Context: an optimization exercise on an open-source flow, tuned for small area and a short achievable clock period. The choices shown serve that exercise and are no tape-out recipe. The RTL was checked by simulation tests, not by an equivalence proof against the original design. The clock input has no modelled driver; a real chip could not lean on it and would need a root buffer or a full tree. No activity file was given, so power comes from the tool's default toggle rates.

==> run a <==
// alu
module alu #(parameter DATA_WIDTH = 32, OP = 3)
(
    input wire start,
    input wire clk,
    input wire reset_n,
    input wire [DATA_WIDTH - 1 : 0] A,
    input wire [DATA_WIDTH - 1 : 0] B,
    input wire [OP - 1 : 0] op,
    output wire [DATA_WIDTH - 1 : 0] result,
    output reg done
);
clock: 9.5 ns
lec_check: 0
cap_margin: 20
core_margin: 2
core_utilization: 45
setup_slack_margin: 5
slew_margin: 20
synth_hierarchical: 1
synth_minimum_keep_size: 0
standard.sh (not shown) runs the stock make flow with config.mk's settings and CLKGATE_MAP_FILE= SYNTH_SCRIPT=/design/flow/synth_recipe.tcl, a recipe that flattens the netlist after the stock synthesis.
==> flow/flow/run.sh <==
#!/bin/bash
# The standard layout flow (standard.sh: ORFS with the standard flow's config and standard synthesis),
# with these changes:
#  - after floorplan, prep.tcl sets combinational cells to drive strength 1 (and gives
#    registers with a large fanout a stronger drive), so that the resizer, which sees the
#    placement, chooses the sizes;
#  - the ports are buffered with buf_2 cells (ORFS would pick clkdlybuf4s50_1 delay cells);
#  - the clock tree is two levels of clkbuf_16 buffers: 4 driven by the clock port, 8 leaf
#    buffers each at the centre of a group of registers (clock_tree.tcl, run by ORFS's cts
#    step in place of TritonCTS);
#  - repair_timing aims at a setup slack margin of 5.0 ns.
set -e
export BUFFER_PORTS_ARGS="-buffer_cell sky130_fd_sc_hd__buf_2"
export PRE_CTS_TCL=$(pwd)/flow/clock_tree.tcl
export CLK_GROUPS=8
export CLK_ROOTS=4
bash standard.sh SETUP_SLACK_MARGIN=5.0 floorplan > standard_floorplan.log 2>&1
ODB_IN=$(ls -d orfs/results/*/alu/base)/2_floorplan.odb FLOP_FANOUT=8 openroad -no_splash -exit flow/prep.tcl > prep.log 2>&1
bash standard.sh SETUP_SLACK_MARGIN=5.0 finish > standard.log 2>&1
==> flow/flow/clock_tree.tcl <==
# Clock tree built directly, in two levels: the clock port drives CLK_ROOTS clkbuf_16
# buffers, which drive CLK_GROUPS clkbuf_16 leaf buffers, each placed at the centre of one
# group of registers (the registers split by position) and driving that group's clock pins.
# Used in place of TritonCTS through the PRE_CTS_TCL hook of ORFS's cts step; the rest of the
# step (placement legalization, timing repair) runs as usual.
rename clock_tree_synthesis __orfs_clock_tree_synthesis
proc split_groups {items n} {
  set groups [list $items]
  set axis 0
  while {[llength $groups] < $n} {
    set new {}
    foreach g $groups {
      set g [lsort -integer -index $axis $g]
      set h [expr {[llength $g] / 2}]
      lappend new [lrange $g 0 [expr {$h - 1}]] [lrange $g $h end]
    }
    set groups $new
    set axis [expr {1 - $axis}]
  }
  return $groups
}
proc centre {g} {
  set sx 0; set sy 0
  foreach s $g { incr sx [lindex $s 0]; incr sy [lindex $s 1] }
  return [list [expr {$sx / [llength $g]}] [expr {$sy / [llength $g]}]]
}
proc clock_tree_synthesis {args} {
  set block [ord::get_db_block]
  set bufm [[ord::get_db] findMaster sky130_fd_sc_hd__clkbuf_16]
  set clknet [$block findNet clk]
  set sinks {}
  foreach it [$clknet getITerms] {
    set bb [[$it getInst] getBBox]
    lappend sinks [list [expr {([$bb xMin] + [$bb xMax]) / 2}] [expr {([$bb yMin] + [$bb yMax]) / 2}] $it]
  }
  # leaf buffers
  set leaves {}
  set i 0
  foreach g [split_groups $sinks $::env(CLK_GROUPS)] {
    lassign [centre $g] cx cy
    set buf [odb::dbInst_create $block $bufm "clkbuf_leaf_$i"]
    $buf setLocation $cx $cy
    $buf setPlacementStatus PLACED
    set net [odb::dbNet_create $block "clknet_leaf_$i"]
    $net setSigType CLOCK
    [$buf findITerm X] connect $net
    foreach s $g {
      set it [lindex $s 2]
      $it disconnect
      $it connect $net
    }
    lappend leaves [list $cx $cy [$buf findITerm A]]
    puts "clock leaf $i: [llength $g] registers at $cx $cy"
    incr i
  }
  # root buffers, driven by the clock port
  set i 0
  foreach g [split_groups $leaves $::env(CLK_ROOTS)] {
    lassign [centre $g] cx cy
    set buf [odb::dbInst_create $block $bufm "clkbuf_root_$i"]
    $buf setLocation $cx $cy
    $buf setPlacementStatus PLACED
    set net [odb::dbNet_create $block "clknet_root_$i"]
    $net setSigType CLOCK
    [$buf findITerm A] connect $clknet
    [$buf findITerm X] connect $net
    foreach s $g { [lindex $s 2] connect $net }
    puts "clock root $i: [llength $g] leaf buffers at $cx $cy"
    incr i
  }
  $clknet setSigType CLOCK
  global_connect
}
==> flow/flow/prep.tcl <==
# Runs on the floorplan database, before placement:
#  1. every combinational cell that synthesis gave a larger drive strength is set back to
#     its drive-1 version; the resizer, which sees the placement, sizes cells afterwards;
#  2. registers whose output drives more than FLOP_FANOUT pins get the drive-4 version of
#     their cell (same cell type, larger drive strength).
read_db $::env(ODB_IN)
set db [ord::get_db]
set block [ord::get_db_block]
set n 0
set f 0
foreach inst [$block getInsts] {
  set m [$inst getMaster]
  set name [$m getName]
  if {[$m isSequential]} {
    if {[regexp {^(sky130_fd_sc_hd__dfxtp)_([0-9]+)$} $name -> base size]} {
      set q [$inst findITerm Q]
      set net [$q getNet]
      if {$net ne "NULL" && [llength [$net getITerms]] - 1 > $::env(FLOP_FANOUT)} {
        $inst swapMaster [$db findMaster ${base}_4]
        incr f
      }
    }
    continue
  }
  if {[regexp {^(sky130_fd_sc_hd__[a-z0-9]+)_([0-9]+)$} $name -> base size] && $size > 1} {
    if {[string match "*df*" $base] || [string match "*dl*" $base] || [string match "*clk*" $base]} { continue }
    set new [$db findMaster ${base}_1]
    if {$new ne "NULL"} { $inst swapMaster $new; incr n }
  }
}
puts "downsized $n instances, upsized $f registers"
write_db $::env(ODB_IN)
==> inputs of run b, as changes to run a <==
==> flow/flow/run.sh (replaced) <==
#!/bin/bash
# The standard layout flow (standard.sh: ORFS with the standard flow's config and standard synthesis),
# with these changes:
#  - after floorplan, prep.tcl sets combinational cells to drive strength 1 (and gives
#    registers with a large fanout a stronger drive), so that the resizer, which sees the
#    placement, chooses the sizes;
#  - the ports are buffered with buf_2 cells (ORFS would pick clkdlybuf4s50_1 delay cells);
#  - the clock tree is two levels of clkbuf_16 buffers: 4 driven by the clock port, 12 leaf
#    buffers each at the centre of a group of registers (clock_tree.tcl, run by ORFS's cts
#    step in place of TritonCTS);
#  - repair_timing aims at a setup slack margin of 5.1 ns.
set -e
export BUFFER_PORTS_ARGS="-buffer_cell sky130_fd_sc_hd__buf_2"
export PRE_CTS_TCL=$(pwd)/flow/clock_tree.tcl
export CLK_GROUPS=12
export CLK_ROOTS=4
bash standard.sh SETUP_SLACK_MARGIN=5.1 floorplan > standard_floorplan.log 2>&1
ODB_IN=$(ls -d orfs/results/*/alu/base)/2_floorplan.odb FLOP_FANOUT=8 openroad -no_splash -exit flow/prep.tcl > prep.log 2>&1
bash standard.sh SETUP_SLACK_MARGIN=5.1 finish > standard.log 2>&1
==> inputs of run c, as changes to run a <==
--- a/flow/flow/run.sh
+++ b/flow/flow/run.sh
@@ -6,2 +6,3 @@
 #    placement, chooses the sizes;
+#    (prep.tcl also changes the full adders on the slowest paths to the faster fah_1 cell);
 #  - the ports are buffered with buf_2 cells (ORFS would pick clkdlybuf4s50_1 delay cells);
@@ -10,3 +11,3 @@
 #    step in place of TritonCTS);
-#  - repair_timing aims at a setup slack margin of 5.0 ns.
+#  - repair_timing aims at a setup slack margin of 5.1 ns.
 set -e
@@ -16,4 +17,6 @@
 export CLK_ROOTS=4
-bash standard.sh SETUP_SLACK_MARGIN=5.0 floorplan > standard_floorplan.log 2>&1
-ODB_IN=$(ls -d orfs/results/*/alu/base)/2_floorplan.odb FLOP_FANOUT=8 openroad -no_splash -exit flow/prep.tcl > prep.log 2>&1
-bash standard.sh SETUP_SLACK_MARGIN=5.0 finish > standard.log 2>&1
+bash standard.sh SETUP_SLACK_MARGIN=5.1 floorplan > standard_floorplan.log 2>&1
+res=$(ls -d orfs/results/*/alu/base)
+ODB_IN=$res/2_floorplan.odb SDC_IN=$res/2_floorplan.sdc FLOP_FANOUT=8 FAH_WINDOW=0.3 FAH_ROUNDS=1 \
+  LIB_FILE=$FLOW_HOME/platforms/sky130hd/lib/sky130_fd_sc_hd__tt_025C_1v80.lib openroad -no_splash -exit flow/prep.tcl > prep.log 2>&1
+bash standard.sh SETUP_SLACK_MARGIN=5.1 finish > standard.log 2>&1
--- a/flow/flow/prep.tcl
+++ b/flow/flow/prep.tcl
@@ -4,3 +4,5 @@
 #  2. registers whose output drives more than FLOP_FANOUT pins get the drive-4 version of
-#     their cell (same cell type, larger drive strength).
+#     their cell (same cell type, larger drive strength);
+#  3. the full adders (fa_1) on the slowest register-to-register paths are changed to the
+#     faster full-adder cell fah_1 (same function; its carry input pin is named CI).
 read_db $::env(ODB_IN)
@@ -31,2 +33,45 @@
 puts "downsized $n instances, upsized $f registers"
+read_liberty $::env(LIB_FILE)
+read_sdc $::env(SDC_IN)
+proc fa_to_fah {inst} {
+  set block [ord::get_db_block]
+  set fahm [[ord::get_db] findMaster sky130_fd_sc_hd__fah_1]
+  set name [$inst getName]
+  set conns {}
+  foreach it [$inst getITerms] {
+    set net [$it getNet]
+    if {$net ne "NULL"} { lappend conns [[$it getMTerm] getName] $net }
+  }
+  odb::dbInst_destroy $inst
+  set new [odb::dbInst_create $block $fahm $name]
+  foreach {mt net} $conns {
+    if {$mt eq "CIN"} { set mt CI }
+    [$new findITerm $mt] connect $net
+  }
+}
+set window $::env(FAH_WINDOW)
+set rounds $::env(FAH_ROUNDS)
+set total 0
+for {set r 0} {$r < $rounds} {incr r} {
+  set fas {}
+  foreach inst [$block getInsts] {
+    if {[[$inst getMaster] getName] eq "sky130_fd_sc_hd__fa_1"} {
+      set nm [$inst getName]
+      set s [expr {min([get_property [get_pins $nm/SUM] slack_max], [get_property [get_pins $nm/COUT] slack_max])}]
+      lappend fas [list $s $inst]
+    }
+  }
+  if {[llength $fas] == 0} { break }
+  set fas [lsort -real -index 0 $fas]
+  set worst [lindex $fas 0 0]
+  set k 0
+  foreach e $fas {
+    if {[lindex $e 0] < $worst + $window} { fa_to_fah [lindex $e 1]; incr k }
+  }
+  incr total $k
+  puts "round $r: worst fa slack $worst, changed $k full adders"
+}
+puts "changed $total full adders to fah_1"
+report_checks -from [all_registers -clock_pins] -to [all_registers -data_pins] -format end
+report_design_area
 write_db $::env(ODB_IN)
==> run summary <==
Pin count of the biggest net entering global routing: run c 65; run a 70; run b 70
Number of global-route vias before repair: run c 14.18k; run a 14.26k; run b 14.31k
Power consumed by combinational cells: run c 7.12 mW; run a 6.18 mW; run b 6.20 mW
Iteration-0 DRC count of the detailed router: run c 1,434; run a 1,630; run b 1,529
Met1 GRT Util: run c 39.30%; run a 35.37%; run b 35.49%
Pwr dens: run c 459.6 nW/um^2; run a 430.2 nW/um^2; run b 434.9 nW/um^2
Final worst path period share: run c 45.30%; run a 46.32%; run b 44.68%
Crit Path Class: run c flop to output port; run a flop to flop; run b flop to output port
Overall routing resource usage: run c 27.60%; run a 26.67%; run b 26.82%
Run status: run c timing/DRC/antenna clean; run a timing/DRC/antenna clean; run b timing/DRC/antenna clean
Worst Hold Slack: run c 0.3558 ns; run a 0.3562 ns; run b 0.3513 ns
Relative contribution of the clock network to total power: run c 5.2%; run a 5.6%; run b 7.8%
Headroom to the max-slew limit: run c 24.92%; run a 32.68%; run b 32.77%
Fraction of area in multi-input gates: run c 73.66%; run a 72.14%; run b 71.42%
Fillers: run c 3,678; run a 3,685; run b 3,682
# nets final: run c 2,052; run a 2,053; run b 2,061
First-pass GRT wire length: run c 87,330 um; run a 85,570 um; run b 85,860 um
FF-to-FF path depth: run c 9; run a 11; run b 10
Startpoint of the most critical setup path: run c y_r[1]; run a bone_r[3]; run b y_r[12]
Footprint of the flip-flops and latches: run c 3142 um^2; run a 3147 um^2; run b 3152 um^2
Tightest Pin Transition: run c 1.125 ns; run a 1.008 ns; run b 1.007 ns
Startpoint of the most critical register-to-register path: run c bone_r[7]; run a bone_r[3]; run b nneg_r[0]
Half-perimeter wire length after placement: run c 39,360 um; run a 38,720 um; run b 38,720 um
In every run of this note, the design's own scripts or RTL, not TritonCTS, make the clock network.

========
==> inputs of job 1727 <==
Starting RTL as in the previous note.
export LEC_CHECK = 0
export CAP_MARGIN = 20
export CORE_MARGIN = 2
export CORE_UTILIZATION = 45
export SETUP_SLACK_MARGIN = 5
export SLEW_MARGIN = 20
export SYNTH_HIERARCHICAL = 1
export SYNTH_MINIMUM_KEEP_SIZE = 0
create_clock -name core_clock -period 9.5 [get_ports {clk}]
==> flow/flow/run.sh <==
#!/bin/bash
# The standard layout flow (standard.sh: ORFS with the standard flow's config and standard synthesis),
# with these changes:
#  - after floorplan, combinational cells are set to drive strength 1 (downsize.tcl), so that
#    the resizer, which sees the placement, chooses the sizes instead of synthesis;
#  - the ports are buffered with buf_2 cells (ORFS would pick clkdlybuf4s50_1 delay cells);
#  - clock tree synthesis: no dummy loads, other buffer list and sink clustering (CTS_ARGS);
#  - repair_timing aims at a setup slack margin of 5 ns.
set -e
export BUFFER_PORTS_ARGS="-buffer_cell sky130_fd_sc_hd__buf_2"
export CTS_ARGS="-sink_clustering_enable -repair_clock_nets -dont_use_dummy_load -buf_list {sky130_fd_sc_hd__clkbuf_4 sky130_fd_sc_hd__clkbuf_8} -sink_clustering_size 30 -sink_clustering_max_diameter 150"
bash standard.sh SETUP_SLACK_MARGIN=5 floorplan > standard_floorplan.log 2>&1
ODB_IN=$(ls -d orfs/results/*/alu/base)/2_floorplan.odb openroad -no_splash -exit flow/downsize.tcl > downsize.log 2>&1
bash standard.sh SETUP_SLACK_MARGIN=5 finish > standard.log 2>&1
==> flow/flow/downsize.tcl <==
# Set every combinational cell that synthesis gave a larger drive strength back to its
# drive-1 version; placement's repair_design and repair_timing then size cells for the
# actual loads and wires. Registers and other sequential cells are left as they are.
read_db $::env(ODB_IN)
set db [ord::get_db]
set n 0
foreach inst [[ord::get_db_block] getInsts] {
  set m [$inst getMaster]
  set name [$m getName]
  if {[$m isSequential]} { continue }
  if {[regexp {^(sky130_fd_sc_hd__[a-z0-9]+)_([0-9]+)$} $name -> base size] && $size > 1} {
    if {[string match "*df*" $base] || [string match "*dl*" $base] || [string match "*clk*" $base]} { continue }
    set new [$db findMaster ${base}_1]
    if {$new ne "NULL"} {
      $inst swapMaster $new
      incr n
    }
  }
}
puts "downsized $n instances"
write_db $::env(ODB_IN)
==> job 5735: changes against job 1727 <==
==> flow/flow/run.sh (replaced) <==
#!/bin/bash
# The standard layout flow (standard.sh, ORFS with the standard flow's config), with two changes:
#  - the ports are buffered with buf_2 cells (ORFS would pick clkdlybuf4s50_1 delay cells);
#  - repair_timing aims at a setup slack margin of 5 ns.
export BUFFER_PORTS_ARGS="-buffer_cell sky130_fd_sc_hd__buf_2"
bash standard.sh SETUP_SLACK_MARGIN=5 finish > standard.log 2>&1
CORE_UTILIZATION = 60   (was 45)
removed: flow/flow/downsize.tcl
==> comparison <==
Between job 1727 and job 5735, the lower sequential share of layout area is in job 5735 (gap 1.0 points).
Against job 5735, the register-to-register slack of job 1727 is higher by 0.11 ns.
Between job 1727 and job 5735, the lower routed wire length is in job 1727 (gap about 1.3%, measured against job 5735).
Fmax: job 5735 is smaller than job 1727 (0.30%).
Of job 5735 and job 1727, job 1727 has the higher non-clock buffer count (gap 9).
In job 1727 the die area is larger than in job 5735, by 33%.
In synthesized area, job 1727 and job 5735 do not differ.

========
==> inputs of trial 23 <==
Starting RTL as in the previous note.
clock: 9.5 ns
lec_check: 0
cap_margin: 20
core_margin: 2
core_utilization: 45
setup_slack_margin: 5
slew_margin: 20
synth_hierarchical: 1
synth_minimum_keep_size: 0
==> flow/flow/run.sh <==
#!/bin/bash
# The standard layout flow (standard.sh: ORFS with the standard flow's config and standard synthesis),
# with these changes:
#  - after floorplan, prep.tcl sets combinational cells to drive strength 1 and changes the
#    full adders on the slowest paths to the faster fah_1 cell;
#  - the ports are buffered with buf_2 cells (ORFS would pick clkdlybuf4s50_1 delay cells);
#  - repair_timing aims at a setup slack margin of 5 ns.
set -e
export BUFFER_PORTS_ARGS="-buffer_cell sky130_fd_sc_hd__buf_2"
bash standard.sh SETUP_SLACK_MARGIN=5 floorplan > standard_floorplan.log 2>&1
res=$(ls -d orfs/results/*/alu/base)
ODB_IN=$res/2_floorplan.odb SDC_IN=$res/2_floorplan.sdc \
  LIB_FILE=$FLOW_HOME/platforms/sky130hd/lib/sky130_fd_sc_hd__tt_025C_1v80.lib \
  FAH_WINDOW=0.3 FAH_ROUNDS=1 \
  openroad -no_splash -exit flow/prep.tcl > prep.log 2>&1
bash standard.sh SETUP_SLACK_MARGIN=5 finish > standard.log 2>&1
==> flow/flow/prep.tcl <==
# Runs on the floorplan database, before placement:
#  1. every combinational cell that synthesis gave a larger drive strength is set back to
#     its drive-1 version; the resizer, which sees the placement, sizes cells afterwards;
#  2. the full adders (fa_1) on the slowest register-to-register paths are changed to the
#     faster full-adder cell fah_1 (same function; its carry input pin is named CI).
# Registers and other sequential cells are left as they are.
read_db $::env(ODB_IN)
read_liberty $::env(LIB_FILE)
read_sdc $::env(SDC_IN)
set db [ord::get_db]
set block [ord::get_db_block]
set n 0
foreach inst [$block getInsts] {
  set m [$inst getMaster]
  set name [$m getName]
  if {[$m isSequential]} { continue }
  if {[regexp {^(sky130_fd_sc_hd__[a-z0-9]+)_([0-9]+)$} $name -> base size] && $size > 1} {
    if {[string match "*df*" $base] || [string match "*dl*" $base] || [string match "*clk*" $base]} { continue }
    set new [$db findMaster ${base}_1]
    if {$new ne "NULL"} { $inst swapMaster $new; incr n }
  }
}
puts "downsized $n instances"

proc fa_to_fah {inst} {
  set block [ord::get_db_block]
  set fahm [[ord::get_db] findMaster sky130_fd_sc_hd__fah_1]
  set name [$inst getName]
  set conns {}
  foreach it [$inst getITerms] {
    set net [$it getNet]
    if {$net ne "NULL"} { lappend conns [[$it getMTerm] getName] $net }
  }
  odb::dbInst_destroy $inst
  set new [odb::dbInst_create $block $fahm $name]
  foreach {mt net} $conns {
    if {$mt eq "CIN"} { set mt CI }
    [$new findITerm $mt] connect $net
  }
}
set window $::env(FAH_WINDOW)
set rounds $::env(FAH_ROUNDS)
set total 0
for {set r 0} {$r < $rounds} {incr r} {
  set fas {}
  foreach inst [$block getInsts] {
    if {[[$inst getMaster] getName] eq "sky130_fd_sc_hd__fa_1"} {
      set nm [$inst getName]
      set s [expr {min([get_property [get_pins $nm/SUM] slack_max], [get_property [get_pins $nm/COUT] slack_max])}]
      lappend fas [list $s $inst]
    }
  }
  if {[llength $fas] == 0} { break }
  set fas [lsort -real -index 0 $fas]
  set worst [lindex $fas 0 0]
  set k 0
  foreach e $fas {
    if {[lindex $e 0] < $worst + $window} { fa_to_fah [lindex $e 1]; incr k }
  }
  incr total $k
  puts "round $r: worst fa slack $worst, changed $k full adders"
}
puts "changed $total full adders to fah_1"
report_checks -from [all_registers -clock_pins] -to [all_registers -data_pins] -format end
report_design_area
write_db $::env(ODB_IN)
==> build 49 (differences from trial 23) <==
==> flow/flow/run.sh (replaced) <==
#!/bin/bash
# The standard layout flow (standard.sh, ORFS with the standard flow's config), with three changes:
#  - after floorplan, combinational cells are set to drive strength 1 (downsize.tcl), so that
#    the resizer, which sees the placement, chooses the sizes instead of synthesis;
#  - the ports are buffered with buf_2 cells (ORFS would pick clkdlybuf4s50_1 delay cells);
#  - repair_timing aims at a setup slack margin of 5 ns.
set -e
export BUFFER_PORTS_ARGS="-buffer_cell sky130_fd_sc_hd__buf_2"
bash standard.sh SETUP_SLACK_MARGIN=5 floorplan > standard_floorplan.log 2>&1
ODB_IN=$(ls -d orfs/results/*/alu/base)/2_floorplan.odb openroad -no_splash -exit flow/downsize.tcl > downsize.log 2>&1
bash standard.sh SETUP_SLACK_MARGIN=5 finish > standard.log 2>&1
==> flow/flow/downsize.tcl (new file) <==
# Set every combinational cell that synthesis gave a larger drive strength back to its
# drive-1 version; placement's repair_design and repair_timing then size cells for the
# actual loads and wires. Registers and other sequential cells are left as they are.
read_db $::env(ODB_IN)
set db [ord::get_db]
set n 0
foreach inst [[ord::get_db_block] getInsts] {
  set m [$inst getMaster]
  set name [$m getName]
  if {[$m isSequential]} { continue }
  if {[regexp {^(sky130_fd_sc_hd__[a-z0-9]+)_([0-9]+)$} $name -> base size] && $size > 1} {
    if {[string match "*df*" $base] || [string match "*dl*" $base] || [string match "*clk*" $base]} { continue }
    set new [$db findMaster ${base}_1]
    if {$new ne "NULL"} {
      $inst swapMaster $new
      incr n
    }
  }
}
puts "downsized $n instances"
write_db $::env(ODB_IN)
- CTS_BUF_LIST: not set -> sky130_fd_sc_hd__clkbuf_4 sky130_fd_sc_hd__clkbuf_8
removed: flow/flow/prep.tcl
==> notes <==
In first-iteration DRC count, trial 23 and build 49 hardly differ.
Of build 49 and trial 23, build 49 has the higher worst hold slack (gap 0.0092 ns).
Against trial 23, the core utilization of build 49 is lower by 2.4 points.
Build 49 passed the timing, DRC and antenna checks. Trial 23 finished with timing, DRC and antenna clean.
In fmax, trial 23 and build 49 hardly differ.
In synthesized cell count, build 49 and trial 23 do not differ.
In trial 23 the wire length is larger than in build 49, by 0.51%.
Against trial 23, the power of build 49 is smaller by about 11%.
In die area, trial 23 and build 49 do not differ.
Cell area: build 49 is lower than trial 23 (5.0%).
Against trial 23, the sequential power of build 49 is smaller by about 0.7%.

-- port drivers added, routing unchanged --
The flow's constraints put no driver on any port. The routed layouts listed below were extracted and timed again, unchanged, in two steps.
Step 1, drivers: a clkbuf_16 drives clk and a buf_2 each remaining input, both assumed.
Step 2, shift: input delay + t, output delay - t, t = (earliest + latest rising clock arrival at the registers) / 2. This alone moves slack from input paths to output paths.
a / b / c = ideal / step 1 / step 2; a / b = the first two.
| run | t, ns | setup slack, ns | worst setup path at the end | slew at the worst register clock pin (ns) |
|---|---|---|---|---|
| run a | 0.402 | 5.099 / 5.026 / 5.099 | register to register | 0.09 / 0.09 |
| run b | 0.415 | 5.255 / 5.129 / 5.267 | register to register | 0.06 / 0.06 |
| run c | 0.419 | 5.196 / 5.069 / 5.258 | register to register | 0.11 / 0.11 |
| job 1727 | 0.534 | 5.109 / 5.058 / 5.205 | register to register | 0.09 / 0.09 |
| job 5735 | 0.491 | 5.096 / 5.044 / 5.098 | register to register | 0.07 / 0.07 |
| trial 23 | 0.523 | 5.110 / 5.054 / 5.260 | register to register | 0.07 / 0.07 |
| build 49 | 0.542 | 5.106 / 5.056 / 5.169 | register to register | 0.10 / 0.10 |
After both steps every run listed still meets setup and hold.
